From an optimization exercise on the open Yosys and OpenROAD flow, aimed at small area, a short achievable clock period and few clock cycles; shortcuts taken in it are not production practice.
The RTL was checked by simulation tests, not by an equivalence proof against the original design.
No activity file was given, so power comes from the tool's default toggle rates.

### design/flow/config.mk
export PLATFORM = sky130hd
export DESIGN_NAME = proc
export DESIGN_NICKNAME = proc
export VERILOG_FILES = /design/flow/design.v
export SDC_FILE = /design/flow/constraint.sdc
export NUM_CORES = 4
export LEC_CHECK = 0
export CAP_MARGIN = 20
export CORE_MARGIN = 2
export CORE_UTILIZATION = 40
export SLEW_MARGIN = 20
### design/flow/constraint.sdc
create_clock -name core_clock -period 12.0 [get_ports {clk}]
set_input_delay 2.4000 -clock core_clock [delete_from_list [all_inputs] [get_ports {clk}]]
set_output_delay 2.4000 -clock core_clock [all_outputs]
set_load 0.01 [all_outputs]
### design/flow/design.v
`default_nettype none
module regFile (clk, rst, sa, sb, rdata_a, rdata_b, we, waddr, wdata);
   input wire        clk, rst;
   input wire [7:0]  sa, sb;
   output wire [15:0] rdata_a, rdata_b;
   input wire        we;
   input wire [2:0]  waddr;
   input wire [15:0] wdata;
   wire [7:0]  wsel = we ? (8'd1 << waddr) : 8'd0;
   wire [15:0] wd = rst ? 16'd0 : wdata;
   wire [15:0] r [0:7];
   genvar g;
   generate
      for (g = 0; g < 8; g = g + 1) begin : rg
         reg [15:0] q;
         always @(posedge clk)
            if (wsel[g] | rst) q <= wd;
         assign r[g] = q;
      end
   endgenerate
   reg [15:0] oa, ob;
   integer i;
   always @(*) begin
      oa = 16'd0; ob = 16'd0;
      for (i = 0; i < 8; i = i + 1) begin
         oa = oa | ({16{sa[i]}} & r[i]);
         ob = ob | ({16{sb[i]}} & r[i]);
      end
   end
   assign rdata_a = oa;
   assign rdata_b = ob;
endmodule
`default_nettype wire
`default_nettype none
module alu (a, b, inv_a, sh_op, sel_add, sel_xor, sel_andn, sel_sh, sel_set,
            set_op, sum, res);
   input wire [15:0] a;        
   input wire [15:0] b;        
   input wire        inv_a;    
   input wire [1:0]  sh_op;    
   input wire        sel_add, sel_xor, sel_andn, sel_sh, sel_set;
   input wire [1:0]  set_op;   
   output wire [15:0] sum;
   output wire [15:0] res;
   wire [15:0] x = a ^ {16{inv_a}};
   wire [16:0] s17 = {1'b0, x} + {1'b0, b} + {16'd0, inv_a};
   assign sum = s17[15:0];
   wire cout = s17[16];
   wire b_ge_a = (a[15] ^ b[15]) ? b[15] == 1'b0 : ~sum[15];
   wire eq = (a == b);
   wire setbit = (set_op == 2'b00) ? eq :
                 (set_op == 2'b01) ? (b_ge_a & ~eq) :
                 (set_op == 2'b10) ? b_ge_a :
                                     cout;
   wire [3:0] s = b[3:0];
   wire       right = sh_op[1];
   wire [15:0] a1 = right ? {a[14:0], a[15]} : a;
   wire [3:0] amt = s ^ {4{right}};
   wire [15:0] r0 = amt[0] ? {a1[14:0], a1[15]}   : a1;
   wire [15:0] r1 = amt[1] ? {r0[13:0], r0[15:14]} : r0;
   wire [15:0] r2 = amt[2] ? {r1[11:0], r1[15:12]} : r1;
   wire [15:0] r3 = amt[3] ? {r2[7:0], r2[15:8]}   : r2;
   reg [15:0] keep_l;    
   integer i;
   always @(*)
      for (i = 0; i < 16; i = i + 1) keep_l[i] = (i >= s);
   wire [15:0] keep_r;   
   genvar g;
   generate for (g = 0; g < 16; g = g + 1) begin : rv
      assign keep_r[g] = keep_l[15 - g];
   end endgenerate
   wire [15:0] mask = ~sh_op[0] ? 16'hffff : right ? keep_r : keep_l;
   wire [15:0] shres = r3 & mask;
   assign res = ({16{sel_add}}  & sum) |
                ({16{sel_xor}}  & (a ^ b)) |
                ({16{sel_andn}} & (a & ~b)) |
                ({16{sel_sh}}   & shres) |
                {15'd0, sel_set & setbit};
endmodule
`default_nettype wire
`default_nettype none
module proc ( 
   imem_addr, dmem_addr, dmem_wdata, dmem_wr, halt,
   clk, rst, imem_data, dmem_rdata
   );
   input wire clk;
   input wire rst;
   output wire [15:0] imem_addr;
   input wire [15:0]  imem_data;
   output wire [15:0] dmem_addr;
   output wire [15:0] dmem_wdata;
   output wire        dmem_wr;
   input wire [15:0]  dmem_rdata;
   output wire        halt;
   reg [15:0] pc;         
   reg [15:0] ir;         
   reg        ev;         
   reg        halted;
   reg [15:0] m_res, m_wdata;    
   reg        m_wr, m_ld, m_we;
   reg [2:0]  m_rd;
   wire [4:0] op = imem_data[15:11];
   wire [1:0] fn = imem_data[1:0];
   wire f_halt = (op == 5'b00000);
   wire f_jmp  = (op == 5'b00100) | (op == 5'b00110);    
   wire f_jrx  = (op == 5'b00101) | (op == 5'b00111);    
   wire f_link = (op == 5'b00110) | (op == 5'b00111);    
   wire f_alui = (op[4:2] == 3'b010);
   wire f_br   = (op[4:2] == 3'b011);
   wire f_st   = (op == 5'b10000) | (op == 5'b10011);    
   wire f_ld   = (op == 5'b10001);
   wire f_slbi = (op == 5'b10010);
   wire f_stu  = (op == 5'b10011);
   wire f_shi  = (op[4:2] == 3'b101);
   wire f_lbi  = (op == 5'b11000);
   wire f_btr  = (op == 5'b11001);
   wire f_shr  = (op == 5'b11010);
   wire f_alur = (op == 5'b11011);
   wire f_set  = (op[4:2] == 3'b111);
   wire [1:0] f_aop = f_alur ? fn : op[1:0];    
   wire f_alu = f_alui | f_alur;
   wire f_wr_rt = f_alui | f_shi;
   wire f_wr_rs = f_lbi | f_slbi | f_stu;
   wire f_wr_rd = f_btr | f_shr | f_alur | f_set;
   wire [2:0] f_dst = f_wr_rt ? imem_data[7:5] : f_wr_rs ? imem_data[10:8] :
                      f_wr_rd ? imem_data[4:2] : 3'd7;
   wire f_sx5 = (f_alui & ~op[1]) | (op[4:2] == 3'b100);    
   wire f_ihi = f_sx5 & imem_data[4];
   wire f_ctl = f_jmp | f_jrx | f_br;    
   wire f_apc = f_jmp | f_br;            
   wire [2:0] f_rs = imem_data[10:8];
   wire [2:0] f_rb = f_br ? imem_data[10:8] : imem_data[7:5];
   wire f_fw = ev & d_we & ~d_ld;
   wire f_fa = f_fw & (d_dst == f_rs);
   wire f_fb = f_fw & (d_dst == f_rb);
   reg        d_use_imm, d_inv_a, d_add, d_xor, d_andn, d_sh, d_set, d_btr, d_lbi,
              d_slbi, d_link, d_we, d_ld, d_st, d_halt, d_br, d_jmp, d_jrx, d_apc;
   reg [1:0]  d_sh_op;
   reg [2:0]  d_dst;
   reg [2:0]  d_rb;       
   reg [7:0]  d_sa, d_sb;   
   reg        d_fa, d_fb;   
   reg [2:0]  d_imm75;    
   reg [2:0]  d_imm108;   
   reg        d_imms;     
   always @(posedge clk) begin
      ir        <= imem_data;
      d_use_imm <= ~(op[4] & op[3]);
      d_inv_a   <= (f_alu & (f_aop == 2'b01)) | (f_set & (op[1] ^ op[0]));
      d_add     <= (f_alu & ~f_aop[1]) | (op[4:2] == 3'b100 & ~(op[1] & ~op[0]));
      d_xor     <= f_alu & (f_aop == 2'b10);
      d_andn    <= f_alu & (f_aop == 2'b11);
      d_sh      <= f_shi | f_shr;
      d_sh_op   <= f_shi ? op[1:0] : fn;
      d_set     <= f_set;
      d_btr     <= f_btr;
      d_lbi     <= f_lbi;
      d_slbi    <= f_slbi;
      d_link    <= f_link;
      d_we      <= f_wr_rt | f_wr_rs | f_wr_rd | f_link | f_ld;
      d_dst     <= f_ld ? imem_data[7:5] : f_dst;
      d_ld      <= f_ld;
      d_st      <= f_st;
      d_halt    <= f_halt;
      d_br      <= f_br;
      d_jmp     <= f_jmp;
      d_jrx     <= f_jrx;
      d_apc     <= f_apc;
      d_rb      <= f_rb;
      d_sa      <= (8'd1 << f_rs) & {8{~f_fa & ~f_apc}};
      d_sb      <= (8'd1 << f_rb) & {8{~f_fb}};
      d_fa      <= f_fa & ~f_apc;
      d_fb      <= f_fb;
      d_imm75   <= f_ctl ? imem_data[7:5] : {3{f_ihi}};
      d_imm108  <= f_jmp ? imem_data[10:8] : f_ctl ? {3{imem_data[7]}} : {3{f_ihi}};
      d_imms    <= f_jmp ? imem_data[10] : f_ctl ? imem_data[7] : f_ihi;
   end
   wire [2:0] rt = ir[7:5];
   wire [15:0] rfa, rfb;
   wire        rf_we;
   wire [2:0]  rf_wa;
   wire [15:0] rf_wd;
   regFile RF(.clk(clk), .rst(rst), .sa(d_sa), .sb(d_sb), .rdata_a(rfa), .rdata_b(rfb),
              .we(rf_we), .waddr(rf_wa), .wdata(rf_wd));
   wire [15:0] ra_d = rfa | ({16{d_fa}} & m_res) | ({16{d_apc}} & pc);
   wire [15:0] rb_d = rfb | ({16{d_fb}} & m_res);
   wire [15:0] imm = {{5{d_imms}}, d_imm108, d_imm75, ir[4:0]};
   wire [15:0] opb = d_use_imm ? imm : rb_d;
   wire [15:0] sum, alu_res;
   alu ALU(.a(ra_d), .b(opb), .inv_a(d_inv_a), .sh_op(d_sh_op), .sel_add(d_add),
           .sel_xor(d_xor), .sel_andn(d_andn), .sel_sh(d_sh), .sel_set(d_set),
           .set_op(ir[12:11]), .sum(sum), .res(alu_res));
   wire [15:0] btr;
   genvar g;
   generate for (g = 0; g < 16; g = g + 1) begin : bt
      assign btr[g] = ra_d[15 - g];
   end endgenerate
   wire [15:0] e_res = alu_res |
                       ({16{d_btr}}  & btr) |
                       ({16{d_lbi}}  & {{8{ir[7]}}, ir[7:0]}) |
                       ({16{d_slbi}} & {ra_d[7:0], ir[7:0]}) |
                       ({16{d_link}} & pc);
   wire zero = (rb_d == 16'd0);
   wire cond = (ir[12:11] == 2'b00) ? zero :
               (ir[12:11] == 2'b01) ? ~zero :
               (ir[12:11] == 2'b10) ? rb_d[15] : ~rb_d[15];
   wire taken = ev & (d_jmp | d_jrx | (d_br & cond));
   wire [15:0] target = sum;
   wire e_halt = ev & d_halt;
   wire f_hz = (imem_data[10:8] == rt) | (imem_data[7:5] == rt);
   wire stop = (ev & ((d_ld & f_hz) | d_halt)) | halted;
   wire [15:0] pc_inc = pc + 16'd2;
   assign rf_we = m_we;
   assign rf_wa = m_rd;
   assign rf_wd = m_ld ? dmem_rdata : m_res;
   always @(posedge clk) begin
      m_res   <= e_res;
      m_wdata <= rb_d;
      m_rd    <= d_dst;
      if (rst) begin
         pc     <= 16'd0;
         ev     <= 1'b0;
         halted <= 1'b0;
         m_wr   <= 1'b0;
         m_ld   <= 1'b0;
         m_we   <= 1'b0;
      end else begin
         pc     <= taken ? target : stop ? pc : pc_inc;
         ev     <= ~taken & ~stop;
         halted <= halted | e_halt;
         m_wr   <= ev & d_st;
         m_ld   <= ev & d_ld;
         m_we   <= ev & d_we;
      end
   end
   assign imem_addr  = pc;
   assign dmem_addr  = m_res;
   assign dmem_wdata = m_wdata;
   assign dmem_wr    = m_wr;
   assign halt       = e_halt | halted;
endmodule  
`default_nettype wire
### design/flow/flow/run.sh
#!/bin/bash
# Own layout flow: the standard layout (standard.sh, unchanged synthesis,
# floorplan, power grid and routing), with two settings changed:
#  - the port buffers are buf_2 cells (the standard flow picks clkdlybuf4s50_1);
#  - timing repair aims for SETUP_MARGIN ns of setup slack at the design's
#    clock period (the constraints themselves are unchanged).
# The make output goes to flow_make.log; each ORFS step logs under orfs/logs.
set -euo pipefail
SETUP_MARGIN=$(cat flow/margin.txt)
bash standard.sh "BUFFER_PORTS_ARGS=-buffer_cell sky130_fd_sc_hd__buf_2" \
     "SETUP_SLACK_MARGIN=$SETUP_MARGIN" finish > flow_make.log 2>&1
### design/flow/flow/margin.txt
7.5
### design/flow/standard.sh
#!/bin/bash
# synth_recipe.tcl (not shown) runs the flow's synth.tcl, then flattens the netlist and writes it again
# the make line also repeats each setting of config.mk as NAME=value (left out here)
make -C /OpenROAD-flow-scripts/flow DESIGN_CONFIG=/design/flow/config.mk WORK_HOME=/design/flow/orfs CLKGATE_MAP_FILE= SYNTH_SCRIPT=/design/flow/synth_recipe.tcl "${@:-finish}"
==> results.toml, run 1 <==
[place]
pre_cts_slack_ns = 7.56
place_congestion = 0.989
hpwl_mm = 32.6
portBuffers = 83

[pwr]
p_seq_share_pct = 42.6
swShare_pct = 33.3
internal_power_mw = 1.67
peakVddDrop_mv = 0.110
p_per_area_nw_per_um2 = 173
p_leak_nw = 5.73
power_frac_clock_pct = 32.0
pwr-share-comb_pct = 25.4
p_sw_mw = 0.833

[route]
wl_per_cell_um = 27.9
drc = 0
drtIter0Drc = 1688
vias = 10900
drtPass1Iterations = 6
vias_per_cell = 6.48
postRouteAntennaNets = 0
routed_wl_mm = 47.0

[setup_path]
critPathArrivalTime_ns = 4.74
r2r_slack_ns = 7.59
crit_top_cell = "xor2_1"
crit_family = "compound AO/OA/AOI/OAI gates"
crit_path_cell_trace = "a22o_1 -> a221oi_2 -> nand4_2 -> xor2_1 -> ha_1 -> and3_1 -> nand2_1 -> nor3_1 -> o2111ai_1 -> a31oi_2 -> a31oi_1 -> xor2_1 -> o221ai_1"
crit_path_start_kind = "flip-flop"
max_stage_delay_ns = 0.67
cpMaxStageDelayCell = "dfxtp_1"
crit_type = "reg2reg"
path_buf_inv = 0
end_kind = "flip-flop"
cp.required_ns = 12.33
cp_max_fo = 16

[run_status]
outcome = "finished clean"

[floorplan]
core_area_um2 = 31700
die_w_um = 184
die_y_um = 184
start_util_pct = 40.8
num_io_pins = 84
rows = 65
dieArea_um2 = 33800

[layout]
layout_commonest_cell = "edfxtp_1"
fin_nets = 1330
layout_common_cells = "128 x edfxtp_1, 113 x dfxtp_1, 84 x nor2_1"
area_growth_pct = 12.0
drive_gt1_share_pct = 17.5

[synthesis]
synth_nets = 1279
syn_avg_cell_area_um2 = 10.7
synth_cell_type_count = 75
syn_area_um2 = 12900
synth-seq-area-share_pct = 47.3
synth_edf_count = 128
async_reset_ff_share_pct = 0
synthFlopType = "edfxtp_1"
synth_cells = 1208
synth_warnings = 3
ys_ff_latch = 242

[clocking]
clk_path_buf_depth = 3
cts_hold_buf = 0
cts_root_buf = "clkbuf_16"
cts_tree = "done"
cts-buffers-inserted = 25
clkTransAtPathRegs_ns = 0.06
clkLatencyLatePin_ns = 0.53
htreeDepth = 1
cts_num_sinks = 242

[timing]
slew_viol_final = 0
rsz0062_at_grt = "no"
finalSetupViolations = 0
skew_ns = 0.0180
worstMarginPinSlew_ns = 1.10
fin_crit_sh_pct = 36.7
fin_setup_tns_ns = 0
clock.fmax_mhz = 227
holdWs_ns = 0.427
hold_viol = 0
fin_ws_ns = 7.59
post-route-min-period_ns = 4.41
timing.max_slew.rel_slack_pct = 26.7

[grt]
grt_start_max_net_pins = 44
grt_pass1_wl_mm = 67.0
grt_use_total_pct = 27.1
grt_pass1_vias = 10200
grt_overflow = 0
grt_antenna_before_repair = 0

[worst_hold_path]
hp-class = "reg2reg"

[flow_run]
maxCapViolCount = 0
## synth_stat cells (10+ instances only)
cell      number  area share, %
mux2_2        25            2.2
ha_1          36            3.5
clkbuf_1      54            1.6
dfxtp_1      114             18
o21ai_0       43            1.7
edfxtp_1     128             30
mux2i_1       76            5.9
a21oi_1       41            1.6
nand3_1       32            1.2
nor2_1        84            2.4
and2_1        13           0.63
inv_1         42            1.2
a22o_1        30            2.0
a221oi_1      30            2.0
nand2_1       82            2.4
a221oi_2      10            1.2
a222oi_1      16            1.2
xnor2_1       31            2.1
and3_1        15           0.73
xor2_1        27            1.8
buf_2         16           0.62
a22oi_1       76            4.4
## power groups by stage
stage	clock, mW	combinational [mW]	sequential (mW)
3_3_place_gp	0	0.609	1.08
3_5_place_dp	0	0.612	1.08
4_1_cts	0.802	0.614	1.06
6_report	0.799	0.636	1.07
5_1_grt	0.834	0.669	1.07
2_1_floorplan	0	0.395	1.05
## per-stage QoR
step	total power, mW	util, %	instance area (um2)	cells
floorplan	1.44	-	12900	1208
global placement	1.69	42.9	13600	1631
detailed placement	1.69	42.9	13600	1631
CTS	2.48	45.6	14500	1677
global route	2.57	45.7	14500	1680
finish	2.50	45.7	14500	1681
## per-layer routing
layer  track usage [%]  wire length, um  part of all wire [%]  vias up
met5                 0                0                     0        -
met4              12.7             2410                   5.1        0
met3              6.12             5390                    11      158
met2              39.6            19700                    42      762
met1              38.1            19500                    41     5255
li1                  -                -                     -     4713
## kinds of logic (layout without fill, tap and decap cells)
logic type                 Yosys count  count (layout)  synth area share (%)
AOI/OAI and AO/OA                  335             335                  19.9
xor gates and xnor gates            60              60                  4.26
adders and majority gates           37              37                  3.64
buffers and inverters              130             200                  4.59
DFF                                242             242                  47.3
muxes                              104             104                  8.52
other                                0               1                     0
and+or+nand+nor                    300             300                  11.7
## layout make-up
type                    instances  area (um2)
fillers                      2988       17200
multi-input cells             836        6230
flip-flops and latches        242        6130
clock buffers                  37         773
repair buffers                108         603
well taps                     402         503
inverters                      46         173
clock inverters                 9        81.3
diodes                          1        2.50
## path summary, 6_finish.rpt
kind,start,to,cells past startpoint
worst max-delay path,d_sa[6]$_DFF_P_,m_res[13]$_DFF_P_,13
worst min-delay path,d_dst[1]$_DFF_P_,m_rd[1]$_DFF_P_,0
worst max register to register,d_sa[6]$_DFF_P_,m_res[13]$_DFF_P_,13
worst min register to register,d_dst[1]$_DFF_P_,m_rd[1]$_DFF_P_,0
## flip-flops by register name, indices dropped and copies added (netlist names), 2 cells and up
name,cells
m_wdata,16
pc,16
d_dst,3
d_sb,8
d_sh_op,2
d_imm75,3
m_rd,3
d_sa,8
d_imm108,3
RF.rg.q,128
ir,10
m_res,16
## timing repair
action	CTS	global route
setup endpoints to repair	0	1
setup buffers	0	3
gates resized for setup	0	1
Testbench counts, summed over its fixed seeds: cycles 68,275.
==> run 2: changes to the inputs <==
==> design/flow/flow/margin.txt (replaced) <==
7.0
==> results.toml, run 2 <==
[synthesis]
synthTopCellsByCount = "128 x edfxtp_1, 114 x dfxtp_1, 84 x nor2_1"
synth-seq-area-share_pct = 47.3
synth_top_area_share_pct = 29.7
async_reset_ff_share_pct = 0
synth_top_cells_by_area = "edfxtp_1 30%, dfxtp_1 18%, mux2i_1 5.9%, a22oi_1 4.4%, ha_1 3.5%"
ys_ff_latch = 242
synth_warnings = 3
synth_nets = 1279
synthFlopType = "edfxtp_1"
synth_edf_count = 128
synth.most_common_cell = "edfxtp_1"
synth_cell_type_count = 75
synth_cells = 1208
syn_avg_cell_area_um2 = 10.7
synth_top_cell_by_area = "edfxtp_1"
syn_area_um2 = 12900

[route]
wl_per_cell_um = 28.0
vias_per_cell = 6.43
drtIter0Drc = 1638
postRouteAntennaNets = 0
routed_wl_mm = 47.0
drc = 0
drtPass1Iterations = 8
vias = 10800

[setup_path]
critPathArrivalTime_ns = 4.77
reg2regPathDepth = 14
crit_path_start_kind = "flip-flop"
end_kind = "flip-flop"
crit_type = "reg2reg"
cp_max_fo = 16
cp.required_ns = 12.33

[timing]
hold_viol = 0
slew_viol_final = 0
worstMarginPinSlew_ns = 1.10
post-route-min-period_ns = 4.44
fin_crit_sh_pct = 37.0
timing.max_slew.rel_slack_pct = 26.3
clock.fmax_mhz = 225
fin_ws_ns = 7.56
rsz0062_at_grt = "no"
skew_ns = 0.0189
finalSetupViolations = 0
fin_setup_tns_ns = 0

[worst_hold_path]
hold_depth = 0
hp-class = "reg2reg"

[floorplan]
num_io_pins = 84
core_area_um2 = 31700
die_y_um = 184
rows = 65
dieArea_um2 = 33800
start_util_pct = 40.8
die_w_um = 184

[layout]
largest_reg_flops = 128
num-fill-cells = 2986
top_register = "RF.rg.q"
drive_gt1_share_pct = 17.3
layout_common_cells = "128 x edfxtp_1, 114 x dfxtp_1, 84 x nor2_1"
final_cell_area_um2 = 14500
n_antenna_cell = 0
area_growth_pct = 11.8
layout_commonest_cell = "edfxtp_1"
fin_nets = 1327

[place]
place_congestion = 0.989
pre_cts_slack_ns = 7.56
portBuffers = 83
hpwl_mm = 32.6
place_area_um2 = 13600

[grt]
met2_usage_pct = 39.6
grt_use_total_pct = 27.1
grt_busiest_layer = "met2"
grt_antenna_before_repair = 0
grt_use_met3_pct = 6.12
grt_overflow = 0
grt_util_met1_pct = 38.1
grt_pass1_vias = 10200
grt_start_max_net_pins = 44
grt_pass1_wl_mm = 67.0

[pwr]
peakVddDrop_mv = 0.110
p_leak_nw = 5.72
p_per_area_nw_per_um2 = 173

[clocking]
cts_root_buf = "clkbuf_16"
post_cts_buffers = 0
cts_num_sinks = 242
clkLatencyLatePin_ns = 0.53
cts_hold_buf = 0
cts_tree = "done"
clk_path_buf_depth = 3
clkTransAtPathRegs_ns = 0.07
htreeDepth = 1
cts-buffers-inserted = 25
cts_resized = 0

[flow_run]
maxCapViolCount = 0

[run_status]
outcome = "finished clean"
-- run 2: worst max-delay path, cell delays in order (launching register included) --
cell	delay (ns)
dfxtp_1	0.96
a22oi_1	0.13
and3_1	0.24
a31o_2	0.36
inv_1	0.17
ha_1	0.30
a21o_1	0.21
a21o_1	0.17
a21oi_1	0.16
o21ai_2	0.09
o2111ai_1	0.25
a31oi_2	0.21
a31oi_1	0.26
xor2_1	0.39
o221ai_1	0.30
-- run 2: worst paths after layout --
path	start	endpoint	slack [ns]
max	d_sb[3]$_DFF_P_	m_res[13]$_DFF_P_	7.56
max reg2reg	d_sb[3]$_DFF_P_	m_res[13]$_DFF_P_	7.56
min	d_dst[0]$_DFF_P_	m_rd[0]$_DFF_P_	0.42
min reg2reg	d_dst[0]$_DFF_P_	m_rd[0]$_DFF_P_	0.42
-- run 2: cell families (layout without fill, tap and decap cells) --
kind of cell             count (synthesis)  in the layout  synth area share, %
AO/OA/AOI/OAI                          335            335                 19.9
AND/OR/NAND/NOR                        300            300                 11.7
flip-flops                             242            242                 47.3
buffers and inverters                  130            197                 4.59
multiplexers                           104            104                 8.52
XOR/XNOR                                60             60                 4.26
adder cells (fa/ha/maj)                 37             37                 3.64
-- run 2: power by group --
part	leakage (nW)	switching, mW	internal (mW)
sequential	2.26	0.0912	0.975
clock	0.419	0.330	0.470
combinational	3.04	0.411	0.222
-- run 2: cell type report --
type / instances / area (um2) / share of cell area (%)
well taps: 402 / 503 / 3.48
multi-input cells: 836 / 6230 / 43.1
inverters: 46 / 173 / 1.19
repair buffers: 105 / 581 / 4.01
clock inverters: 9 / 81.3 / 0.562
clock buffers: 37 / 773 / 5.35
flip-flops and latches: 242 / 6130 / 42.3
-- run 2: per-layer routing --
layer,routed length (um),share of wire (%)
met2,19400,41
met5,0,0
met4,2490,5.3
met1,19500,42
met3,5520,12
-- run 2: stage by stage --
| stage | cells | hold WS [ns] | util (%) | power (mW) |
|---|---|---|---|---|
| global route | 1677 | 0.427 | 45.6 | 2.57 |
| CTS | 1677 | 0.425 | 45.6 | 2.48 |
| global placement | 1631 | 0.412 | 42.9 | 1.69 |
| detailed placement | 1631 | 0.418 | 42.9 | 1.69 |
| floorplan | 1208 | 0.374 | - | 1.44 |
| finish | 1677 | 0.424 | 45.6 | 2.50 |
==> run 3: changes to the inputs <==
==> design/flow/flow/margin.txt (replaced) <==
8.0
==> results.toml, run 3 <==
[run_status]
outcome = "finished clean"

[clocking]
cts_tree = "done"
cts-buffers-inserted = 25
clk_path_buf_depth = 3
cts_hold_buf = 0
clkTransAtPathRegs_ns = 0.07
cts_num_sinks = 242
clkLatencyLatePin_ns = 0.53
htreeDepth = 1
cts_root_buf = "clkbuf_16"

[pwr]
total_power_mw = 2.51
power_frac_clock_pct = 31.9
pwr-share-comb_pct = 25.5
swShare_pct = 32.9
p_sw_mw = 0.827
peakVddDrop_mv = 0.105
p_leak_nw = 5.81
p_seq_share_pct = 42.5
p_per_area_nw_per_um2 = 171
internal_power_mw = 1.69

[timing]
hold_viol = 0
slew_viol_final = 0
post-route-min-period_ns = 3.88
rsz0062_at_grt = "yes"
fin_setup_tns_ns = 0
fin_crit_sh_pct = 32.4
skew_ns = 0.0137
worstMarginPinSlew_ns = 1.13
clock.fmax_mhz = 258
finalSetupViolations = 0
timing.max_slew.rel_slack_pct = 24.5

[floorplan]
rows = 65
num_io_pins = 84
die_y_um = 184
dieArea_um2 = 33800
core_area_um2 = 31700
start_util_pct = 40.8
die_w_um = 184

[setup_path]
end_kind = "flip-flop"
crit_family = "compound AO/OA/AOI/OAI gates"
cp_max_fo = 16
crit_path_start_kind = "flip-flop"
path_buf_inv = 1
r2r_slack_ns = 8.12
max_stage_delay_ns = 0.41
cp.required_ns = 12.42
critPathArrivalTime_ns = 4.31
crit_path_cell_trace = "buf_4 -> a22o_1 -> a221oi_2 -> nand4_2 -> xor2_1 -> ha_1 -> and3_1 -> nand3_1 -> o21ai_2 -> o2111ai_1 -> a31oi_2 -> a221oi_2 -> xor2_1 -> a311o_1"
cpMaxStageDelayCell = "nand4_2"
crit_type = "reg2reg"

[layout]
num-fill-cells = 2963
stdcell_count = 1687
area_growth_pct = 13.3
fin_nets = 1337
final_cell_area_um2 = 14700
post-route-util_pct = 46.2
layout_commonest_cell = "edfxtp_1"
n_antenna_cell = 0
layout_common_cells = "128 x edfxtp_1, 110 x dfxtp_1, 84 x nor2_1"
top_register = "RF.rg.q"
drive_gt1_share_pct = 19.3
largest_reg_flops = 128

[synthesis]
synthSimpleGateAreaFrac_pct = 11.7
syn_area_um2 = 12900
synth_top_cell_by_area = "edfxtp_1"
synthFlopType = "edfxtp_1"
ys_ff_latch = 242
synth_warnings = 3
synth_top_area_share_pct = 29.7
synth-xor-area-share_pct = 4.26
synthAdderAreaFrac_pct = 3.64
async_reset_ff_share_pct = 0
syn_avg_cell_area_um2 = 10.7
synth_edf_count = 128
synthTopCellsByCount = "128 x edfxtp_1, 114 x dfxtp_1, 84 x nor2_1"
synth.most_common_cell = "edfxtp_1"
synth_top_cells_by_area = "edfxtp_1 30%, dfxtp_1 18%, mux2i_1 5.9%, a22oi_1 4.4%, ha_1 3.5%"
synth_top_family_by_area = "compound AO/OA/AOI/OAI gates"
synth-seq-area-share_pct = 47.3
synth_nets = 1279
synth_cells = 1208
synthMuxAreaShare_pct = 8.52
synth_compound_area_share_pct = 19.9
synth_cell_type_count = 75

[grt]
grt_antenna_before_repair = 1
grt_pass1_wl_mm = 66.8
grt_overflow = 0
grt_use_total_pct = 26.9
grt_pass1_vias = 10200
grt_start_max_net_pins = 44

[route]
vias_per_cell = 6.46
postRouteAntennaNets = 0
vias = 10900
drtIter0Drc = 1492
drtPass1Iterations = 8
drc = 0
wl_per_cell_um = 27.6
routed_wl_mm = 46.6

[place]
portBuffers = 83
place_area_um2 = 13600
hpwl_mm = 32.3
place_congestion = 0.974
dp.cells = 1630

[worst_hold_path]
hp-class = "reg2reg"

[flow_run]
maxCapViolCount = 0
[run 3: cell counts after synthesis]
Identical to the previous run, type by type.
[run 3: cells by family (layout without fill, tap and decap cells)]
kind of cell / after synthesis / after routing
AND/OR/NAND/NOR: 300 / 300
XOR/XNOR: 60 / 60
multiplexers: 104 / 104
buffers and inverters: 130 / 207
AO/OA/AOI/OAI: 335 / 335
adder cells (fa/ha/maj): 37 / 37
flip-flops: 242 / 242
[run 3: timing repair]
| action | 4_1_cts | 5_1_grt |
|---|---|---|
| resized for setup | 5 | 22 |
| setup buffers | 3 | 8 |
| pin swaps | 1 | 5 |
| endpoints found under the setup margin | 10 | 18 |
| cloned | 0 | 0 |
[run 3: final cells by class]
cell class	instances	area, um2	share of cell area [%]
flip-flops and latches	242	6130	41.8
repair buffers	115	668	4.56
well taps	402	503	3.43
multi-input cells	836	6320	43.2
clock inverters	11	111	0.760
inverters	46	173	1.18
clock buffers	35	746	5.09
[run 3: path summary, 6_finish.rpt]
check,end,cells after the start,startpoint
worst min-delay path,m_rd[2]$_DFF_P_,0,d_dst[2]$_DFF_P_
worst max register to register,m_res[0]$_DFF_P_,14,d_sa[4]$_DFF_P_
worst max-delay path,m_res[0]$_DFF_P_,14,d_sa[4]$_DFF_P_
worst min register to register,m_rd[2]$_DFF_P_,0,d_dst[2]$_DFF_P_
[run 3: through the flow]
step,hold slack [ns],setup slack (ns)
4_1_cts,0.415,8.05
3_5_place_dp,0.403,7.57
3_3_place_gp,0.406,7.63
6_report,0.410,8.12
5_1_grt,0.417,7.99
2_1_floorplan,0.374,8.03
[run 3: power by group through the flow]
stage | logic (mW) | clock network [mW] | registers (mW)
3_3_place_gp | 0.604 | 0 | 1.08
5_1_grt | 0.678 | 0.843 | 1.07
4_1_cts | 0.610 | 0.811 | 1.06
2_1_floorplan | 0.395 | 0 | 1.05
6_report | 0.641 | 0.802 | 1.07
3_5_place_dp | 0.604 | 0 | 1.08
[run 3: layer usage]
metal | wire length (um) | GRT usage (%) | share of wire [%] | up-vias
met2 | 19800 | 39.9 | 42 | 758
met3 | 5510 | 6.64 | 12 | 138
met1 | 19400 | 37.6 | 42 | 5265
met5 | 10 | 0 | 0.021 | -
li1 | - | - | - | 4731
met4 | 1930 | 10.8 | 4.1 | 2
==> run 4: changes to the inputs <==
--- a/design/flow/design.v
+++ b/design/flow/design.v
@@ -54,9 +54,8 @@
                                      cout;
    wire [3:0] s = b[3:0];
    wire       right = sh_op[1];
-   wire [15:0] a1 = right ? {a[14:0], a[15]} : a;
-   wire [3:0] amt = s ^ {4{right}};
-   wire [15:0] r0 = amt[0] ? {a1[14:0], a1[15]}   : a1;
+   wire [3:0] amt = right ? (4'd0 - s) : s;
+   wire [15:0] r0 = amt[0] ? {a[14:0], a[15]}     : a;
    wire [15:0] r1 = amt[1] ? {r0[13:0], r0[15:14]} : r0;
    wire [15:0] r2 = amt[2] ? {r1[11:0], r1[15:12]} : r1;
    wire [15:0] r3 = amt[3] ? {r2[7:0], r2[15:8]}   : r2;
@@ -126,14 +125,14 @@
                       f_wr_rd ? imem_data[4:2] : 3'd7;
    wire f_sx5 = (f_alui & ~op[1]) | (op[4:2] == 3'b100);    
    wire f_ihi = f_sx5 & imem_data[4];
-   wire f_ctl = f_jmp | f_jrx | f_br;    
+   wire f_ctl = f_jmp | f_jrx | f_br | f_lbi;    
    wire f_apc = f_jmp | f_br;            
    wire [2:0] f_rs = imem_data[10:8];
    wire [2:0] f_rb = f_br ? imem_data[10:8] : imem_data[7:5];
    wire f_fw = ev & d_we & ~d_ld;
    wire f_fa = f_fw & (d_dst == f_rs);
    wire f_fb = f_fw & (d_dst == f_rb);
-   reg        d_use_imm, d_inv_a, d_add, d_xor, d_andn, d_sh, d_set, d_btr, d_lbi,
+   reg        d_use_imm, d_inv_a, d_add, d_xor, d_andn, d_sh, d_set, d_btr,
               d_slbi, d_link, d_we, d_ld, d_st, d_halt, d_br, d_jmp, d_jrx, d_apc;
    reg [1:0]  d_sh_op;
    reg [2:0]  d_dst;
@@ -145,16 +144,15 @@
    reg        d_imms;     
    always @(posedge clk) begin
       ir        <= imem_data;
-      d_use_imm <= ~(op[4] & op[3]);
+      d_use_imm <= ~(op[4] & op[3]) | f_lbi;
       d_inv_a   <= (f_alu & (f_aop == 2'b01)) | (f_set & (op[1] ^ op[0]));
-      d_add     <= (f_alu & ~f_aop[1]) | (op[4:2] == 3'b100 & ~(op[1] & ~op[0]));
+      d_add     <= (f_alu & ~f_aop[1]) | (op[4:2] == 3'b100 & ~(op[1] & ~op[0])) | f_lbi;
       d_xor     <= f_alu & (f_aop == 2'b10);
       d_andn    <= f_alu & (f_aop == 2'b11);
       d_sh      <= f_shi | f_shr;
       d_sh_op   <= f_shi ? op[1:0] : fn;
       d_set     <= f_set;
       d_btr     <= f_btr;
-      d_lbi     <= f_lbi;
       d_slbi    <= f_slbi;
       d_link    <= f_link;
       d_we      <= f_wr_rt | f_wr_rs | f_wr_rd | f_link | f_ld;
@@ -167,9 +165,9 @@
       d_jrx     <= f_jrx;
       d_apc     <= f_apc;
       d_rb      <= f_rb;
-      d_sa      <= (8'd1 << f_rs) & {8{~f_fa & ~f_apc}};
+      d_sa      <= (8'd1 << f_rs) & {8{~f_fa & ~f_apc & ~f_lbi}};
       d_sb      <= (8'd1 << f_rb) & {8{~f_fb}};
-      d_fa      <= f_fa & ~f_apc;
+      d_fa      <= f_fa & ~f_apc & ~f_lbi;
       d_fb      <= f_fb;
       d_imm75   <= f_ctl ? imem_data[7:5] : {3{f_ihi}};
       d_imm108  <= f_jmp ? imem_data[10:8] : f_ctl ? {3{imem_data[7]}} : {3{f_ihi}};
@@ -197,7 +195,6 @@
    end endgenerate
    wire [15:0] e_res = alu_res |
                        ({16{d_btr}}  & btr) |
-                       ({16{d_lbi}}  & {{8{ir[7]}}, ir[7:0]}) |
                        ({16{d_slbi}} & {ra_d[7:0], ir[7:0]}) |
                        ({16{d_link}} & pc);
    wire zero = (rb_d == 16'd0);
==> results.toml, run 4 <==
[grt]
grt_pass1_wl_mm = 67.1
grt_overflow = 0
grt_start_max_net_pins = 44
grt_use_total_pct = 27.0
grt_pass1_vias = 10100
grt_antenna_before_repair = 1

[layout]
largest_reg_flops = 128
layout_common_cells = "128 x edfxtp_1, 97 x dfxtp_1, 82 x buf_2"
fin_nets = 1341
n_antenna_cell = 0
drive_gt1_share_pct = 17.6
num-fill-cells = 2940
area_growth_pct = 13.6
layout_commonest_cell = "edfxtp_1"
top_register = "RF.rg.q"

[setup_path]
r2r_slack_ns = 8.10
cp.required_ns = 12.38
critPathArrivalTime_ns = 4.28
end_kind = "flip-flop"
cp_max_fo = 25
crit_type = "reg2reg"
crit_path_start_kind = "flip-flop"

[route]
vias_per_cell = 6.42
drtPass1Iterations = 6
postRouteAntennaNets = 0
drc = 0
wl_per_cell_um = 27.2
vias = 10800
routed_wl_mm = 45.9
drtIter0Drc = 1621

[floorplan]
die_y_um = 183
dieArea_um2 = 33400
rows = 65
die_w_um = 183
num_io_pins = 84
core_area_um2 = 31600
start_util_pct = 40.5

[timing]
rsz0062_at_grt = "yes"
fin_crit_sh_pct = 32.5
hold_viol = 0
holdWs_ns = 0.394
slew_viol_final = 0
fin_setup_tns_ns = 0
post-route-min-period_ns = 3.90
clock.fmax_mhz = 256
skew_ns = 0.0108
finalSetupViolations = 0
worstMarginPinSlew_ns = 1.06
timing.max_slew.rel_slack_pct = 29.2

[clocking]
cts_tree = "done"
clkTransAtPathRegs_ns = 0.06
cts_num_sinks = 241
htreeDepth = 1
cts-buffers-inserted = 25
clkLatencyLatePin_ns = 0.54
cts_hold_buf = 0
cts_root_buf = "clkbuf_16"
clk_path_buf_depth = 3

[synthesis]
synthAdderAreaFrac_pct = 3.97
async_reset_ff_share_pct = 0
synth_cells = 1222
synthSimpleGateAreaFrac_pct = 11.8
synth-seq-area-share_pct = 47.8
synthMuxAreaShare_pct = 7.43
synth_top_area_share_pct = 30.1
synthFlopType = "edfxtp_1"
synthTopCellsByCount = "128 x edfxtp_1, 113 x dfxtp_1, 80 x nand2_1, 80 x nor2_1, 74 x a22oi_1"
ys_ff_latch = 241
synth_edf_count = 128
synth_warnings = 3
synth_cell_type_count = 70
syn_area_um2 = 12800
synth_top_family_by_area = "compound AO/OA/AOI/OAI gates"
synth_compound_area_share_pct = 20.6
synth_top_cell_by_area = "edfxtp_1"
synth_top_cells_by_area = "edfxtp_1 30%, dfxtp_1 18%, mux2i_1 5.4%, a22oi_1 4.3%, ha_1 3.8%"
synth.most_common_cell = "edfxtp_1"
synth-xor-area-share_pct = 4.04
syn_avg_cell_area_um2 = 10.5
synth_nets = 1296

[pwr]
peakVddDrop_mv = 0.132
total_power_mw = 2.57
p_per_area_nw_per_um2 = 177
p_leak_nw = 5.80

[worst_hold_path]
hp-class = "reg2reg"

[run_status]
outcome = "finished clean"

[place]
place_congestion = 0.963
portBuffers = 83
hpwl_mm = 32.6

[flow_run]
maxCapViolCount = 0
## run 4: logic make-up after synthesis
logic type | count (synthesis)
compound gates | 350
simple gates | 305
flops | 241
buf+inv | 139
mux | 88
xor+xnor | 59
fa+ha+maj | 40
## run 4: area by class of cell
| cell class | count | area [um2] | share of cell area [%] |
|---|---|---|---|
| inverters | 49 | 185 | 1.27 |
| flip-flops and latches | 241 | 6130 | 42.2 |
| clock inverters | 13 | 111 | 0.766 |
| well taps | 402 | 503 | 3.46 |
| multi-input cells | 843 | 6220 | 42.8 |
| clock buffers | 33 | 781 | 5.37 |
| repair buffers | 107 | 606 | 4.17 |
## run 4: path summary, 6_finish.rpt
| path | start | endpoint | cells past startpoint |
|---|---|---|---|
| max | d_sb[1]$_DFF_P_ | m_res[8]$_DFF_P_ | 15 |
| min | d_dst[1]$_DFF_P_ | m_rd[1]$_DFF_P_ | 0 |
| max reg2reg | d_sb[1]$_DFF_P_ | m_res[8]$_DFF_P_ | 15 |
| min reg2reg | d_dst[1]$_DFF_P_ | m_rd[1]$_DFF_P_ | 0 |
## run 4: repair_timing
item / in CTS / in global routing
setup endpoints to repair: 10 / 27
resized for setup: 11 / 21
buffers inserted: 0 / 14
cloned: 0 / 1
pin swaps: 0 / 6
## run 4: layer usage
| layer | part of all wire, % | GRT usage (%) |
|---|---|---|
| met5 | 0.035 | 0 |
| met4 | 4.0 | 9.18 |
| met3 | 11 | 6.43 |
| met2 | 43 | 41.0 |
| met1 | 42 | 38.0 |
## run 4: worst max-delay path: stages, from the launching register on
cell and delay [ns]:
dfxtp_2 0.45, a222oi_1 0.43, nand4_2 0.23, mux2i_4 0.20, buf_8 0.25, nor2_1 0.09, a21oi_1 0.22, fa_1 0.27
nor2b_1 0.06, o21a_1 0.18, o21ai_1 0.21, a21oi_1 0.14, a21oi_2 0.20, xnor2_1 0.19, a221oi_2 0.42, o21ai_0 0.20
## run 4: through the flow
step | utilization [%] | cell area, um2 | worst slack (ns) | std cells
global route | 46.0 | 14500 | 7.93 | 1688
floorplan | - | 12800 | 8.01 | 1222
finish | 46.0 | 14500 | 8.10 | 1688
global placement | 42.5 | 13400 | 7.63 | 1627
detailed placement | 42.5 | 13400 | 7.57 | 1627
CTS | 45.5 | 14300 | 7.96 | 1673
## run 4: where the power goes
group	switching [mW]	internal (mW)
Combinational	0.405	0.243
Sequential	0.117	0.979
Clock	0.343	0.484
Total	0.864	1.71
Testbench counts of run 4, summed over its fixed seeds: cycles 68,275.
==> run 5: changes to the inputs <==
==> design/flow/flow/margin.txt (replaced) <==
8.5
==> results.toml, run 5 <==
[setup_path]
crit_type = "reg2out"
critPathArrivalTime_ns = 1.20
crit_family = "flip-flops"
crit_path_cell_trace = "a21oi_4 -> inv_1 -> buf_2"
cp_max_fo = 2
r2r_start = "d_sb[1]$_DFF_P_"
end_kind = "primary output"
cp.required_ns = 9.60
cpMaxStageDelayCell = "dfxtp_2"
r2r_slack_ns = 8.45
reg2regPathDepth = 15
max_stage_delay_ns = 0.33
r2r-end = "m_res[15]$_DFF_P_"
crit_path_start_kind = "flip-flop"
path_buf_inv = 2

[synthesis]
synth-seq-area-share_pct = 47.8
synth.most_common_cell = "edfxtp_1"
ys_ff_latch = 241
async_reset_ff_share_pct = 0
synth_top_cells_by_area = "edfxtp_1 30%, dfxtp_1 18%, mux2i_1 5.4%, a22oi_1 4.3%, ha_1 3.8%"
synthFlopType = "edfxtp_1"
synthTopCellsByCount = "128 x edfxtp_1, 113 x dfxtp_1, 80 x nand2_1, 80 x nor2_1, 74 x a22oi_1"
syn_avg_cell_area_um2 = 10.5
synth_edf_count = 128
syn_area_um2 = 12800
synth_cells = 1222
synth_top_cell_by_area = "edfxtp_1"
synth_nets = 1296
synth_warnings = 3
synth_cell_type_count = 70
synth_top_area_share_pct = 30.1

[route]
drtPass1Iterations = 9
vias = 11400
vias_per_cell = 6.41
drtIter0Drc = 1782
wl_per_cell_um = 27.3
postRouteAntennaNets = 0
routed_wl_mm = 48.7
drc = 0

[timing]
rsz0062_at_grt = "yes"
fin_setup_tns_ns = 0
post-route-min-period_ns = 3.60
clock.fmax_mhz = 277
slew_viol_final = 0
fin_crit_sh_pct = 30.0
hold_viol = 0
skew_ns = 0.0237
timing.max_slew.rel_slack_pct = 43.0
worstMarginPinSlew_ns = 0.853
finalSetupViolations = 0

[layout]
stdcell_count = 1782
layout_common_cells = "128 x edfxtp_1, 109 x buf_4, 78 x nand2_1"
multiInputGateArea_um2 = 6810
fin_nets = 1435
num-fill-cells = 2754
largest_reg_flops = 128
area_growth_pct = 26.4
top_register = "RF.rg.q"
layout_commonest_cell = "edfxtp_1"
drive_gt1_share_pct = 32.5
seq_area_um2 = 6250
n_antenna_cell = 0

[clocking]
cts_hold_buf = 0
cts_root_buf = "clkbuf_16"
clkTransAtPathRegs_ns = 0.06
cts_num_sinks = 241
clk_path_buf_depth = 3
cts_tree = "done"
cts-buffers-inserted = 25
htreeDepth = 1
clkLatencyLatePin_ns = 0.55

[grt]
met2_usage_pct = 42.1
grt_busiest_layer = "met2"
grt_start_max_net_pins = 44
grt_use_met3_pct = 7.05
grt_use_total_pct = 28.4
grt_antenna_before_repair = 1
grt_pass1_wl_mm = 70.0
grt_util_met1_pct = 39.7
grt_pass1_vias = 10400
grt_overflow = 0

[floorplan]
core_area_um2 = 31600
rows = 65
die_y_um = 183
die_w_um = 183
start_util_pct = 40.5
dieArea_um2 = 33400
num_io_pins = 84

[place]
place_congestion = 0.918
hpwl_mm = 32.7
portBuffers = 83
dp.cells = 1635

[worst_hold_path]
min_to = "m_rd[0]$_DFF_P_"
hp-class = "reg2reg"
min_from = "d_dst[0]$_DFF_P_"
hold_depth = 0

[pwr]
peakVddDrop_mv = 0.0975
p_leak_nw = 6.49
p_per_area_nw_per_um2 = 167

[flow_run]
maxCapViolCount = 0

[run_status]
outcome = "finished clean"
==> run 5: final cells by class <==
cell class,instances,share of cell area (%)
timing repair buffer,202,9.64
clock buffer,30,4.24
sequential,241,38.7
inverter,49,1.26
tap,402,3.11
multi-input combinational,842,42.1
clock inverter,16,0.975
==> run 5: power by group <==
part	switching [mW]	internal, mW	leakage [nW]
clock	0.339	0.455	0.409
sequential	0.102	0.983	2.28
combinational	0.486	0.334	3.80
total	0.927	1.77	6.49
==> run 5: what timing repair did <==
| action | in CTS | in global routing |
|---|---|---|
| setup buffers | 50 | 48 |
| gates resized for setup | 165 | 97 |
| endpoints found under the setup margin | 181 | 45 |
| pin swaps | 30 | 52 |
| gates cloned | 3 | 0 |
==> run 5: how the worst max path moves through the flow <==
| stage | from | to | slack (ns) | cells after the start |
|---|---|---|---|---|
| 3_5_place_dp | rst | RF.rg[5].q[11]$_DFFE_PP_ | 7.62 | 2 |
| 5_1_grt | d_sa[3]$_DFF_P_ | m_res[15]$_DFF_P_ | 8.36 | 17 |
| 2_1_floorplan | imem_data[10] | pc[13]$_SDFFE_PP0P_ | 8.11 | 10 |
| 3_3_place_gp | rst | RF.rg[5].q[11]$_DFFE_PP_ | 7.65 | 2 |
| 4_1_cts | ev$_SDFF_PP0_ | halt | 8.37 | 3 |
| 6_report | d_halt$_DFF_P_ | halt | 8.40 | 3 |
==> run 5: logic make-up (layout without fill, tap and decap cells) <==
logic type	after synthesis	after routing	share of synthesized area (%)
xor gates and xnor gates	59	59	4.04
DFF	241	241	47.8
adders and majority gates	40	40	3.97
AOI/OAI and AO/OA	350	350	20.6
muxes	88	88	7.43
and+or+nand+nor	305	305	11.8
buffers and inverters	139	297	4.48
==> run 5: through the flow <==
step	area [um2]	utilization [%]	power, mW	worst slack [ns]	hold slack, ns
after detailed placement	13600	43.0	1.72	7.62	0.414
after global placement	13600	43.0	1.72	7.65	0.414
after floorplan	13000	-	1.47	8.11	0.374
after CTS	15400	48.7	2.60	8.37	0.423
after global routing	16200	51.2	2.78	8.36	0.433
final	16200	51.2	2.70	8.40	0.427
==> run 5: metal layers <==
metal / share of wire [%] / up-vias
met5: 0.023 / -
met4: 5.1 / 2
met3: 12 / 176
met2: 42 / 807
met1: 41 / 5506
li1: - / 4939
==> run 6: changes to the inputs <==
==> design/flow/flow/margin.txt (replaced) <==
8.0
--- a/design/flow/config.mk
+++ b/design/flow/config.mk
@@ -7,5 +7,5 @@
 export LEC_CHECK = 0
 export CAP_MARGIN = 20
 export CORE_MARGIN = 2
-export CORE_UTILIZATION = 40
+export CORE_UTILIZATION = 60
 export SLEW_MARGIN = 20
==> results.toml, run 6 <==
[place]
portBuffers = 83
dp.cells = 1500
place_area_um2 = 13300
place_congestion = 1.01
hpwl_mm = 30.5
pre_cts_slack_ns = 7.55

[clocking]
cts_hold_buf = 0
clkLatencyLatePin_ns = 0.54
clkTransAtPathRegs_ns = 0.06
cts_num_sinks = 241
htreeDepth = 1
cts-buffers-inserted = 25
cts_tree = "done"
clk_path_buf_depth = 3
cts_root_buf = "clkbuf_16"

[setup_path]
crit_path_cell_trace = "a22oi_1 -> and4_1 -> xnor2_1 -> ha_1 -> a21o_1 -> a21o_1 -> a21o_1 -> a21o_1 -> o21a_1 -> nor3_1 -> o21ai_0 -> a221o_1"
crit_type = "reg2reg"
r2r_slack_ns = 8.11
cpMaxStageDelayCell = "dfxtp_1"
cp_max_fo = 16
r2r-end = "m_res[0]$_DFF_P_"
max_stage_delay_ns = 0.85
end_kind = "flip-flop"
reg2regPathDepth = 12
critPathArrivalTime_ns = 4.29
cp.required_ns = 12.40
crit_path_start_kind = "flip-flop"
crit_top_cell = "a21o_1"
r2r_start = "d_apc$_DFF_P_"

[timing]
skew_ns = 0.0164
timing.max_slew.rel_slack_pct = 30.3
post-route-min-period_ns = 3.89
fin_crit_sh_pct = 32.4
rsz0062_at_grt = "no"
holdWs_ns = 0.409
worstMarginPinSlew_ns = 1.05
fin_setup_tns_ns = 0
hold_viol = 0
finalSetupViolations = 0
fin_ws_ns = 8.11
clock.fmax_mhz = 257
slew_viol_final = 0

[synthesis]
synth_top_cells_by_area = "edfxtp_1 30%, dfxtp_1 18%, mux2i_1 5.4%, a22oi_1 4.3%, ha_1 3.8%"
synth_cell_type_count = 70
synth_warnings = 3
async_reset_ff_share_pct = 0
synth.most_common_cell = "edfxtp_1"
synth_nets = 1296
synth_top_area_share_pct = 30.1
ys_ff_latch = 241
synthTopCellsByCount = "128 x edfxtp_1, 113 x dfxtp_1, 80 x nand2_1, 80 x nor2_1, 74 x a22oi_1"
synth_top_cell_by_area = "edfxtp_1"
synth_cells = 1222
syn_area_um2 = 12800
syn_avg_cell_area_um2 = 10.5
synth-seq-area-share_pct = 47.8
synth_edf_count = 128
synthFlopType = "edfxtp_1"

[run_status]
outcome = "finished clean"

[route]
vias_per_cell = 7.05
vias = 11000
wl_per_cell_um = 28.3
drc = 0
routed_wl_mm = 43.9
drtIter0Drc = 1669
postRouteAntennaNets = 0
drtPass1Iterations = 6

[grt]
grt_pass1_wl_mm = 64.0
grt_pass1_vias = 9981
grt_antenna_before_repair = 1
grt_start_max_net_pins = 44
grt_use_total_pct = 38.8
grt_overflow = 0

[floorplan]
start_util_pct = 61.0
rows = 53
dieArea_um2 = 22500
core_area_um2 = 21000
die_w_um = 150
num_io_pins = 84
die_y_um = 150

[pwr]
p_leak_nw = 5.73
p_per_area_nw_per_um2 = 176
total_power_mw = 2.51
peakVddDrop_mv = 0.141

[layout]
fin_nets = 1334
post-route-util_pct = 68.1
top_register = "RF.rg.q"
multiInputGateArea_um2 = 6230
seq_area_um2 = 6130
num-fill-cells = 1684
drive_gt1_share_pct = 17.1
n_antenna_cell = 0
stdcell_count = 1553
final_cell_area_um2 = 14300
area_growth_pct = 11.6
largest_reg_flops = 128
layout_commonest_cell = "edfxtp_1"
layout_common_cells = "128 x edfxtp_1, 97 x dfxtp_1, 83 x buf_2"

[worst_hold_path]
hp-class = "reg2reg"
min_to = "m_rd[0]$_DFF_P_"
min_from = "d_dst[0]$_DFF_P_"
hold_depth = 0

[flow_run]
maxCapViolCount = 0
-- run 6: changes by cell type in the layout (fill, tap and decap cells not counted), moves of 7 or more --
cell | previous run | this run
buf_2 | 69 | 83
a21oi_1 | 20 | 28
dfxtp_1 | 64 | 97
a221oi_2 | 9 | 2
ha_1 | 28 | 39
buf_4 | 109 | 17
buf_6 | 11 | 1
xor2_2 | 7 | 0
buf_12 | 8 | 0
a221oi_1 | 29 | 36
xor2_1 | 17 | 24
dfxtp_4 | 34 | 0
-- run 6: worst max-delay path by stage --
stage	startpoint	slack, ns	cells past startpoint	endpoint
floorplan	imem_data[13]	8.01	9	d_sb[0]$_DFF_P_
global placement	imem_data[14]	7.68	9	d_sb[2]$_DFF_P_
detailed placement	imem_data[14]	7.55	9	d_sb[0]$_DFF_P_
CTS	d_use_imm$_DFF_P_	7.97	14	m_res[8]$_DFF_P_
global route	d_sa[3]$_DFF_P_	7.97	16	m_res[13]$_DFF_P_
finish	d_apc$_DFF_P_	8.11	12	m_res[0]$_DFF_P_
-- run 6: layout make-up --
cell class	instances	area share (%)
Multi-Input combinational cell	842	43.7
Tap cell	275	2.41
Inverter	49	1.30
Sequential cell	241	42.9
Clock buffer	37	5.38
Clock inverter	8	0.447
Timing Repair Buffer	101	3.88
-- run 6: cell families after synthesis --
kind of cell    after synthesis  share of synthesized area (%)
compound gates              350                           20.6
simple gates                305                           11.8
flops                       241                           47.8
buf+inv                     139                           4.48
mux                          88                           7.43
xor+xnor                     59                           4.04
fa+ha+maj                    40                           3.97
-- run 6: power by group --
part | total [mW] | switching (mW) | internal, mW
Clock | 0.777 | 0.330 | 0.447
Combinational | 0.636 | 0.399 | 0.237
Sequential | 1.10 | 0.116 | 0.979
Total | 2.51 | 0.845 | 1.66
-- run 6: layer usage --
layer | routed length (um) | vias to the layer above | track usage (%) | part of all wire, %
met5 | 0 | - | 0 | 0
met4 | 2200 | 0 | 14.8 | 5.0
met3 | 6130 | 166 | 9.30 | 14
met2 | 18700 | 881 | 57.1 | 43
met1 | 16900 | 5167 | 55.7 | 38
li1 | - | 4742 | - | -
-- run 6: what timing repair did --
item,4_1_cts,5_1_grt
pin swaps,0,7
resized for setup,13,22
buffers inserted,0,8
setup endpoints to repair,10,27
-- run 6: critical path, delay by kind of cell (launching register included) --
family	cells	cell delay (ns)
compound gates	8	1.74
fa+ha+maj	1	0.38
xor+xnor	1	0.20
simple gates	2	0.57
flops	1	0.85
==> run 7: changes to the inputs <==
--- a/design/flow/config.mk
+++ b/design/flow/config.mk
@@ -8,4 +8,6 @@
 export CAP_MARGIN = 20
 export CORE_MARGIN = 2
 export CORE_UTILIZATION = 60
+export CTS_CLUSTER_DIAMETER = 100
+export CTS_CLUSTER_SIZE = 25
 export SLEW_MARGIN = 20
==> results.toml, run 7 <==
[run_status]
outcome = "finished clean"

[flow_run]
maxCapViolCount = 0

[grt]
grt_start_max_net_pins = 44
grt_use_total_pct = 38.3
grt_antenna_before_repair = 1
grt_pass1_wl_mm = 63.1
grt_overflow = 0
grt_pass1_vias = 9849

[synthesis]
synthTopCellsByCount = "128 x edfxtp_1, 113 x dfxtp_1, 80 x nand2_1, 80 x nor2_1, 74 x a22oi_1"
synth_warnings = 3
synth_edf_count = 128
synth_top_area_share_pct = 30.1
syn_avg_cell_area_um2 = 10.5
ys_ff_latch = 241
synth_top_cell_by_area = "edfxtp_1"
synth.most_common_cell = "edfxtp_1"
synthFlopType = "edfxtp_1"
synth-xor-area-share_pct = 4.04
async_reset_ff_share_pct = 0
synth_top_cells_by_area = "edfxtp_1 30%, dfxtp_1 18%, mux2i_1 5.4%, a22oi_1 4.3%, ha_1 3.8%"
synthSimpleGateAreaFrac_pct = 11.8
synthMuxAreaShare_pct = 7.43
synth_compound_area_share_pct = 20.6
synthAdderAreaFrac_pct = 3.97
synth_cell_type_count = 70
synth_cells = 1222
synth_nets = 1296
synth_top_family_by_area = "compound AO/OA/AOI/OAI gates"
syn_area_um2 = 12800
synth-seq-area-share_pct = 47.8

[clocking]
htreeDepth = 1
clk_path_buf_depth = 3
cts_tree = "done"
cts-buffers-inserted = 14
clkTransAtPathRegs_ns = 0.09
cts_hold_buf = 0
clkLatencyLatePin_ns = 0.51
cts_num_sinks = 241
cts_root_buf = "clkbuf_16"

[route]
vias_per_cell = 7.06
vias = 10800
routed_wl_mm = 43.6
postRouteAntennaNets = 0
drtPass1Iterations = 8
drc = 0
drtIter0Drc = 1376
wl_per_cell_um = 28.4

[timing]
slew_viol_final = 0
post-route-min-period_ns = 3.95
worstMarginPinSlew_ns = 1.07
rsz0062_at_grt = "no"
hold_viol = 0
finalSetupViolations = 0
fin_setup_tns_ns = 0
clock.fmax_mhz = 253
timing.max_slew.rel_slack_pct = 29.0
fin_crit_sh_pct = 32.9
skew_ns = 0.0316
fin_ws_ns = 8.05

[setup_path]
crit_path_cell_trace = "buf_2 -> xor2_1 -> nor3_1 -> o211ai_1 -> and4_1 -> and2_1 -> nand3_1 -> xnor2_1 -> nor2_1 -> a211oi_1"
crit_path_start_kind = "input port"
r2r_slack_ns = 8.10
cp_max_fo = 10
path_buf_inv = 1
cpMaxStageDelayCell = "and4_1"
end_kind = "flip-flop"
critPathArrivalTime_ns = 4.35
crit_family = "simple AND/OR/NAND/NOR gates"
cp.required_ns = 12.40
crit_type = "in2reg"
max_stage_delay_ns = 0.33

[floorplan]
die_y_um = 150
core_area_um2 = 21000
rows = 53
dieArea_um2 = 22500
die_w_um = 150
num_io_pins = 84
start_util_pct = 61.0

[layout]
fin_nets = 1325
n_antenna_cell = 0
top_register = "RF.rg.q"
area_growth_pct = 8.59
post-route-util_pct = 66.3
stdcell_count = 1534
drive_gt1_share_pct = 15.8
layout_common_cells = "128 x edfxtp_1, 97 x dfxtp_1, 83 x buf_2"
largest_reg_flops = 128
layout_commonest_cell = "edfxtp_1"

[place]
place_congestion = 1.01
hpwl_mm = 30.5
portBuffers = 83
pre_cts_slack_ns = 7.55
dp.cells = 1500

[pwr]
peakVddDrop_mv = 0.120
total_power_mw = 2.25
p_leak_nw = 5.53
p_per_area_nw_per_um2 = 162

[worst_hold_path]
hp-class = "reg2reg"
-- run 7: cell count changes in the layout (fill, tap and decap cells not counted), sizes merged --
| cell | before | now |
|---|---|---|
| clkinvlp | 1 | 0 |
| buf | 101 | 103 |
| clkinv | 5 | 3 |
| clkbuf | 37 | 20 |
| inv | 51 | 50 |
-- run 7: layout make-up --
class / instances / area (um2)
Tap cell: 275 / 344
Sequential cell: 241 / 6130
Multi-Input combinational cell: 842 / 6230
Inverter: 49 / 185
Clock inverter: 4 / 57.6
Timing Repair Buffer: 103 / 569
Clock buffer: 20 / 373
Fill cell: 1722 / 7070
-- run 7: logic make-up (layout without fill, tap and decap cells) --
family / after synthesis / in the layout
simple gates: 305 / 305
flops: 241 / 241
fa+ha+maj: 40 / 40
buf+inv: 139 / 176
compound gates: 350 / 350
xor+xnor: 59 / 59
mux: 88 / 88
-- run 7: path summary, 6_finish.rpt --
check	from	cells past startpoint	to
hold / removal	d_dst[0]$_DFF_P_	0	m_rd[0]$_DFF_P_
setup / recovery	imem_data[8]	10	pc[15]$_SDFFE_PP0P_
setup reg to reg	d_apc$_DFF_P_	12	m_res[0]$_DFF_P_
hold reg to reg	d_dst[0]$_DFF_P_	0	m_rd[0]$_DFF_P_
-- run 7: stage by stage --
| stage | hold WS, ns | cell area (um2) |
|---|---|---|
| finish | 0.414 | 13900 |
| global placement | 0.401 | 13300 |
| CTS | 0.415 | 13700 |
| detailed placement | 0.405 | 13300 |
| floorplan | 0.374 | 12800 |
| global route | 0.431 | 13900 |
-- run 7: power by group --
group / total [mW] / internal (mW) / switching [mW] / leakage, nW
registers: 1.09 / 0.977 / 0.116 / 2.26
clock network: 0.515 / 0.229 / 0.286 / 0.205
logic: 0.638 / 0.241 / 0.397 / 3.06
total: 2.25 / 1.45 / 0.799 / 5.53
-- run 7: per-layer routing --
layer | routed length, um | global-route usage (%)
met1 | 17100 | 55.6
met4 | 2150 | 15.3
met2 | 18300 | 56.1
met5 | 0 | 0
met3 | 6050 | 8.02
-- run 7: what timing repair did --
action	4_1_cts	5_1_grt
pin swaps	0	10
resized for setup	15	21
setup endpoints to repair	11	25
endpoints found under the hold margin	0	0
setup buffers	0	10
==> run 8: changes to the inputs <==
==> design/flow/flow/margin.txt (replaced) <==
8.25
--- a/design/flow/config.mk
+++ b/design/flow/config.mk
@@ -7,7 +7,5 @@
 export LEC_CHECK = 0
 export CAP_MARGIN = 20
 export CORE_MARGIN = 2
-export CORE_UTILIZATION = 60
-export CTS_CLUSTER_DIAMETER = 100
-export CTS_CLUSTER_SIZE = 25
+export CORE_UTILIZATION = 70
 export SLEW_MARGIN = 20
==> results.toml, run 8 <==
[route]
vias_per_cell = 7.55
wl_per_cell_um = 29.4
postRouteAntennaNets = 0
routed_wl_mm = 44.9
drtIter0Drc = 2394
drc = 0
drtPass1Iterations = 10
vias = 11500

[layout]
n_antenna_cell = 0
post-route-util_pct = 80.7
layout_common_cells = "128 x edfxtp_1, 94 x dfxtp_1, 79 x nand2_1"
drive_gt1_share_pct = 20.4
final_cell_area_um2 = 14500
area_growth_pct = 13.4
top_register = "RF.rg.q"
fin_nets = 1350
largest_reg_flops = 128
layout_commonest_cell = "edfxtp_1"
num-fill-cells = 1106

[flow_run]
maxCapViolCount = 0

[synthesis]
synth_nets = 1296
synthTopCellsByCount = "128 x edfxtp_1, 113 x dfxtp_1, 80 x nand2_1, 80 x nor2_1, 74 x a22oi_1"
ys_ff_latch = 241
synth_cell_type_count = 70
synth-seq-area-share_pct = 47.8
synth.most_common_cell = "edfxtp_1"
synth_top_area_share_pct = 30.1
syn_avg_cell_area_um2 = 10.5
async_reset_ff_share_pct = 0
synth_cells = 1222
synth_top_cell_by_area = "edfxtp_1"
syn_area_um2 = 12800
synth_warnings = 3
synthFlopType = "edfxtp_1"
synth_edf_count = 128
synth_top_cells_by_area = "edfxtp_1 30%, dfxtp_1 18%, mux2i_1 5.4%, a22oi_1 4.3%, ha_1 3.8%"

[grt]
grt_start_max_net_pins = 44
met2_usage_pct = 65.6
grt_util_met1_pct = 61.1
grt_pass1_wl_mm = 64.6
grt_use_met3_pct = 10.9
grt_busiest_layer = "met2"
grt_pass1_vias = 10600
grt_use_total_pct = 44.2
grt_overflow = 0
grt_antenna_before_repair = 1

[place]
place_area_um2 = 13200
place_congestion = 1.03
hpwl_mm = 29.9
portBuffers = 83

[setup_path]
crit_family = "flip-flops"
end_kind = "primary output"
cp_max_fo = 6
cpMaxStageDelayCell = "dfxtp_1"
critPathArrivalTime_ns = 1.41
max_stage_delay_ns = 0.66
path_buf_inv = 1
cp.required_ns = 9.60
crit_path_cell_trace = "buf_2"
crit_path_start_kind = "flip-flop"
crit_type = "reg2out"

[pwr]
p_per_area_nw_per_um2 = 175
p_sw_mw = 0.863
total_power_mw = 2.54
power_frac_clock_pct = 30.1
swShare_pct = 34.0
internal_power_mw = 1.68
p_leak_nw = 5.84
pwr-share-comb_pct = 26.7
p_seq_share_pct = 43.2
peakVddDrop_mv = 0.167

[clocking]
htreeDepth = 1
cts_num_sinks = 241
clkLatencyLatePin_ns = 0.55
cts_tree = "done"
clk_path_buf_depth = 3
cts_root_buf = "clkbuf_16"
cts-buffers-inserted = 25
clkTransAtPathRegs_ns = 0.06

[timing]
finalSetupViolations = 0
worstMarginPinSlew_ns = 1.14
holdWs_ns = 0.427
fin_setup_tns_ns = 0
clock.fmax_mhz = 262
slew_viol_final = 0
post-route-min-period_ns = 3.81
rsz0062_at_grt = "yes"
skew_ns = 0.0297
fin_crit_sh_pct = 31.8
hold_viol = 0
timing.max_slew.rel_slack_pct = 23.7

[floorplan]
die_y_um = 139
start_util_pct = 71.2
num_io_pins = 84
dieArea_um2 = 19400
die_w_um = 139
core_area_um2 = 18000
rows = 49

[worst_hold_path]
hp-class = "reg2reg"

[run_status]
outcome = "finished clean"
-- run 8: cell counts after synthesis --
Identical to the previous run, type by type.
-- run 8: timing repair --
item / CTS / global route
endpoints found under the setup margin: 86 / 32
resized for setup: 34 / 50
pin swaps: 8 / 22
setup buffers: 10 / 13
hold buffers: 0 / 0
hold endpoints to repair: 0 / 0
cloned: 1 / 0
-- run 8: layout make-up --
cell class | count | area (um2) | share of cell area [%]
sequential | 241 | 6140 | 42.4
inverter | 49 | 190 | 1.31
tap | 229 | 287 | 1.98
timing repair buffer | 116 | 688 | 4.75
clock inverter | 13 | 105 | 0.725
multi-input combinational | 843 | 6380 | 44.0
clock buffer | 33 | 707 | 4.87
-- run 8: through the flow --
step                setup slack [ns]  std cells
floorplan                       8.11       1222
global route                    8.17       1524
finish                          8.19       1524
CTS                             8.25       1511
detailed placement              7.58       1454
global placement                7.73       1454
-- run 8: per-layer routing --
metal / up-vias / wire length, um
met5: - / 16
met1: 5326 / 15600
met4: 2 / 3060
li1: 4770 / -
met2: 1137 / 19100
met3: 266 / 7080
-- run 8: worst paths after layout --
path | start | endpoint | slack, ns | cells after the start
worst min-delay path | d_dst[2]$_DFF_P_ | m_rd[2]$_DFF_P_ | 0.43 | 0
worst max-delay path | pc[3]$_SDFFE_PP0P_ | imem_addr[3] | 8.19 | 1
worst min register to register | d_dst[2]$_DFF_P_ | m_rd[2]$_DFF_P_ | 0.43 | 0
worst max register to register | d_sb[5]$_DFF_P_ | m_res[15]$_DFF_P_ | 8.24 | 14
-- run 8: power by group through the flow --
stage                     Sequential [mW]  Combinational [mW]  Clock (mW)
after floorplan                      1.05               0.412           0
after global placement               1.10               0.585           0
after detailed placement             1.10               0.595           0
after CTS                            1.08               0.616       0.756
after global routing                 1.10               0.709       0.792
final                                1.10               0.678       0.764
-- run 8: cell families after synthesis --
kind of cell,synth area share [%]
buf+inv,4.48
xor+xnor,4.04
flops,47.8
fa+ha+maj,3.97
simple gates,11.8
mux,7.43
compound gates,20.6

==> what the ideal ports hide <==
The flow's constraints put no driver on any port. The routed layouts listed below were extracted and timed again, unchanged, in two steps.
Step 1, drivers: a clkbuf_16 drives clk and a buf_2 each remaining input, both assumed.
Step 2 times the ports against the registers' clock, not the clock port: input delays grow and output delays shrink by t, the midpoint of the rising clock arrivals with the driver on.
a / b / c = ideal ports / drivers / drivers and shift; a / b = the first two.
run | shift t [ns] | setup WS [ns] | slew at the worst register clock pin (ns) | worst slew at a driven data input, ns
run 1 | 0.575 | 7.592 / 7.592 / 7.489 | 0.08 / 0.08 | 0.04
run 2 | 0.575 | 7.557 / 7.557 / 7.502 | 0.08 / 0.08 | 0.04
run 3 | 0.574 | 8.117 / 8.117 / 7.635 | 0.07 / 0.07 | 0.03
run 4 | 0.587 | 8.100 / 8.079 / 7.618 | 0.07 / 0.07 | 0.04
run 5 | 0.588 | 8.396 / 8.345 / 7.883 | 0.07 / 0.07 | 0.06
run 6 | 0.583 | 8.111 / 8.109 / 7.563 | 0.07 / 0.07 | 0.04
run 7 | 0.546 | 8.051 / 8.005 / 7.533 | 0.10 / 0.10 | 0.04
run 8 | 0.583 | 8.186 / 8.138 / 7.687 | 0.07 / 0.07 | 0.05
After both steps setup and hold are still met in every run listed. For run 6, which loses most, drivers alone change the setup slack by -0.002 ns; drivers and shift together by -0.548 ns.
